From an optimization exercise on the open Yosys and OpenROAD flow, aimed at small area and a short achievable clock period; shortcuts taken in it are not production practice.

==> flow/design.v <==
module calc(out, decimal, CLK, RST, CE, plus, sub, multi, equal);
output [14:0] out;
input  [9:0]  decimal;
input  CLK, RST, CE, plus, sub, multi, equal;
reg [14:0] B, R;
reg [2:0]  cnt;
reg [1:0]  ope;    
reg        P;      
reg [14:2] Xr;                      
reg fy1, fy2, fyn;                  
reg [3:0] ff;                       
wire [3:0] d = decimal[9] ? 4'd9 : decimal[8] ? 4'd8 : decimal[7] ? 4'd7 :
               decimal[6] ? 4'd6 : decimal[5] ? 4'd5 : decimal[4] ? 4'd4 :
               decimal[3] ? 4'd3 : decimal[2] ? 4'd2 : decimal[1] ? 4'd1 : 4'd0;
wire digit = (decimal != 10'd0) && (cnt != 3'd7);
wire o_non = (ope == 2'b00), o_add = (ope == 2'b10), o_sub = (ope == 2'b11), o_mul = (ope == 2'b01);
wire o_as  = ope[1];
wire bx4 = (d == 4'd3) | (d == 4'd4) | (d == 4'd5);
wire bx8 = (d >= 4'd6);
wire by1 = (d == 4'd1) | (d == 4'd3) | (d == 4'd5) | (d == 4'd7) | (d == 4'd9);
wire by2 = (d == 4'd2) | (d == 4'd6);
wire byn = (d == 4'd3) | (d == 4'd6) | (d == 4'd7);
wire [3:0] f = o_mul ? 4'd0 : o_sub ? 4'd9 - d : d;
always @(posedge CLK) begin
    Xr  <= {((o_as | (o_mul & bx8)) ? B[11:0] : 12'd0) ^ {12{o_as}} |
            ((o_mul & bx4) ? B[12:1] : 12'd0),
            (o_mul & bx4 & B[0]) | f[2] | f[3]};
    fy1 <= o_as | (o_mul & by1);
    fy2 <= o_mul & by2;
    fyn <= o_as | (o_mul & byn);
    ff  <= {f[3], 1'b0, f[1] | f[3], f[0]};
end
wire fk  = o_add;                   
wire fci = o_add | (o_mul & fyn);   
wire [14:0] W = {R[11:0], fk, fk, fk};
wire [14:0] V = {R[13:0], fk};
wire [14:0] X = {Xr, ff[1], ff[0]};
wire [14:0] Y = ((fy1 ? B : 15'd0) | (fy2 ? {B[13:0], 1'b0} : 15'd0)) ^ {15{fyn}};
wire [14:0] s1 = W ^ V ^ X;
wire [14:0] c1 = {(W[13:0] & V[13:0]) | (W[13:0] & X[13:0]) | (V[13:0] & X[13:0]), ff[3]};
wire [14:0] s2 = s1 ^ c1 ^ Y;
wire [14:0] c2 = {(s1[13:0] & c1[13:0]) | (s1[13:0] & Y[13:0]) | (c1[13:0] & Y[13:0]), ff[3]};
wire [14:0] S = s2 + c2 + {14'd0, fci};
wire opk    = plus | sub | multi;
wire useRe  = digit | plus | sub | ~(multi | equal | CE);    
wire useB   = ~useRe & ~multi & ~equal & CE & o_as;           
wire ldB    = ~digit & (opk | (equal & ~o_non));              
wire rS = useRe & P, rR = useRe & ~P;
wire bS = ldB & P,   bR = ldB & ~P;
wire [14:0] Ro = rR ? R : useB ? B : 15'd0;
wire [14:0] Bo = bR ? R : B;
wire [14:0] Rnext = rS ? S : Ro;
wire [14:0] Bnext = bS ? S : Bo;
always @(posedge CLK or negedge RST)
    if (!RST) begin
        B <= 0; R <= 0; cnt <= 0; ope <= 0; P <= 0;
    end else begin
        P <= digit;
        R <= Rnext;
        B <= Bnext;
        if (digit)
            cnt <= cnt + 3'd1;
        else if (opk | equal | CE)
            cnt <= 0;
        if (!digit) begin
            if (opk)
                ope <= plus ? 2'b10 : sub ? 2'b11 : 2'b01;
            else if (equal)
                ope <= 0;
        end
    end
assign out = B;
endmodule
export LEC_CHECK = 0
export CAP_MARGIN = 20
export CORE_MARGIN = 2
export CORE_UTILIZATION = 55
export SETUP_SLACK_MARGIN = 3.9
export SLEW_MARGIN = 20
create_clock -name core_clock -period 7.5 [get_ports {CLK}]
standard.sh (not shown) runs the stock make flow with config.mk's settings and CLKGATE_MAP_FILE= SYNTH_SCRIPT=/design/flow/synth_recipe.tcl, a recipe that flattens the netlist after the stock synthesis.
==> flow/flow/run.sh <==
#!/bin/bash
# Standard layout, but with plain buf_2 cells as the port buffers.
set -euo pipefail
bash standard.sh "BUFFER_PORTS_ARGS=-buffer_cell sky130_fd_sc_hd__buf_2" finish > orfs_flow.log 2>&1
The starting point ran to the end with no violations.
Next try:
--- a/flow/design.v
+++ b/flow/design.v
@@ -41,5 +41,15 @@
 wire [14:0] s2 = s1 ^ c1 ^ Y;
 wire [14:0] c2 = {(s1[13:0] & c1[13:0]) | (s1[13:0] & Y[13:0]) | (c1[13:0] & Y[13:0]), ff[3]};
-wire [14:0] S = s2 + c2 + {14'd0, fci};
+wire [14:0] p = s2 ^ c2;
+wire [15:0] g0 = {s2 & c2, fci};
+wire [15:0] p0 = {p, 1'b0};
+wire [15:0] g1 = g0 | ({p0[15:1], 1'b0} & {g0[14:0], 1'b0});
+wire [15:0] p1 = {p0[15:1] & p0[14:0], p0[0]};
+wire [15:0] g2 = g1 | ({p1[15:2], 2'b0} & {g1[13:0], 2'b0});
+wire [15:0] p2 = {p1[15:2] & p1[13:0], p1[1:0]};
+wire [15:0] g3 = g2 | ({p2[15:4], 4'b0} & {g2[11:0], 4'b0});
+wire [15:0] p3 = {p2[15:4] & p2[11:0], p2[3:0]};
+wire [15:0] g4 = g3 | ({p3[15:8], 8'b0} & {g3[7:0], 8'b0});
+wire [14:0] C = g4[14:0];
 wire opk    = plus | sub | multi;
 wire useRe  = digit | plus | sub | ~(multi | equal | CE);    
@@ -48,8 +58,16 @@
 wire rS = useRe & P, rR = useRe & ~P;
 wire bS = ldB & P,   bR = ldB & ~P;
-wire [14:0] Ro = rR ? R : useB ? B : 15'd0;
-wire [14:0] Bo = bR ? R : B;
-wire [14:0] Rnext = rS ? S : Ro;
-wire [14:0] Bnext = bS ? S : Bo;
+wire [14:0] Rk = ({15{rR}} & R) | ({15{useB}} & B);
+wire [14:0] Bk = ({15{bR}} & R) | ({15{~ldB}} & B);
+wire [14:0] R0 = ({15{rS}} &  p) | Rk;
+wire [14:0] R1 = ({15{rS}} & ~p) | Rk;
+wire [14:0] B0 = ({15{bS}} &  p) | Bk;
+wire [14:0] B1 = ({15{bS}} & ~p) | Bk;
+wire [14:0] Rnext, Bnext;
+genvar k;
+generate for (k = 0; k < 15; k = k + 1) begin : nx
+    assign Rnext[k] = C[k] ? R1[k] : R0[k];
+    assign Bnext[k] = C[k] ? B1[k] : B0[k];
+end endgenerate
 always @(posedge CLK or negedge RST)
     if (!RST) begin
- die area came out lower by 2.5%
- clock-buffer cell count does not change
- hold slack gains 0.022 ns
- final area came out lower by 2.6%
- utilization came out lower by 0.99 points
- clock skew came out higher by 0.0078 ns
Function was not checked in any run of this note: the RTL went through the layout flow alone.

[static timing again, ports no longer ideal]
How much do the figures lean on ideal ports? The routed layouts below were timed once more, with nothing changed but the port constraints.
Step 1, drivers: a clkbuf_16 drives CLK and a buf_2 each remaining input, both assumed.
Step 2, shift: input delay + t, output delay - t, t = (earliest + latest rising clock arrival at the registers) / 2. This alone moves slack from input paths to output paths.
Three values: no drivers, after step 1, after step 2; two values: the first two.
run	shift t [ns]	slack for setup (ns)	worst setup path at the end	clock arrival spread, ns	worst data-port slew with drivers (ns)
the first run	0.342	4.009 / 4.009 / 3.831	input to register	0.011 / 0.011	0.03
the second run	0.341	3.999 / 3.999 / 3.955	input to register	0.019 / 0.019	0.03
After both steps setup and hold are still met in every run listed. For the first run, which loses most, drivers alone change the setup slack by 0.000 ns; drivers and shift together by -0.178 ns.
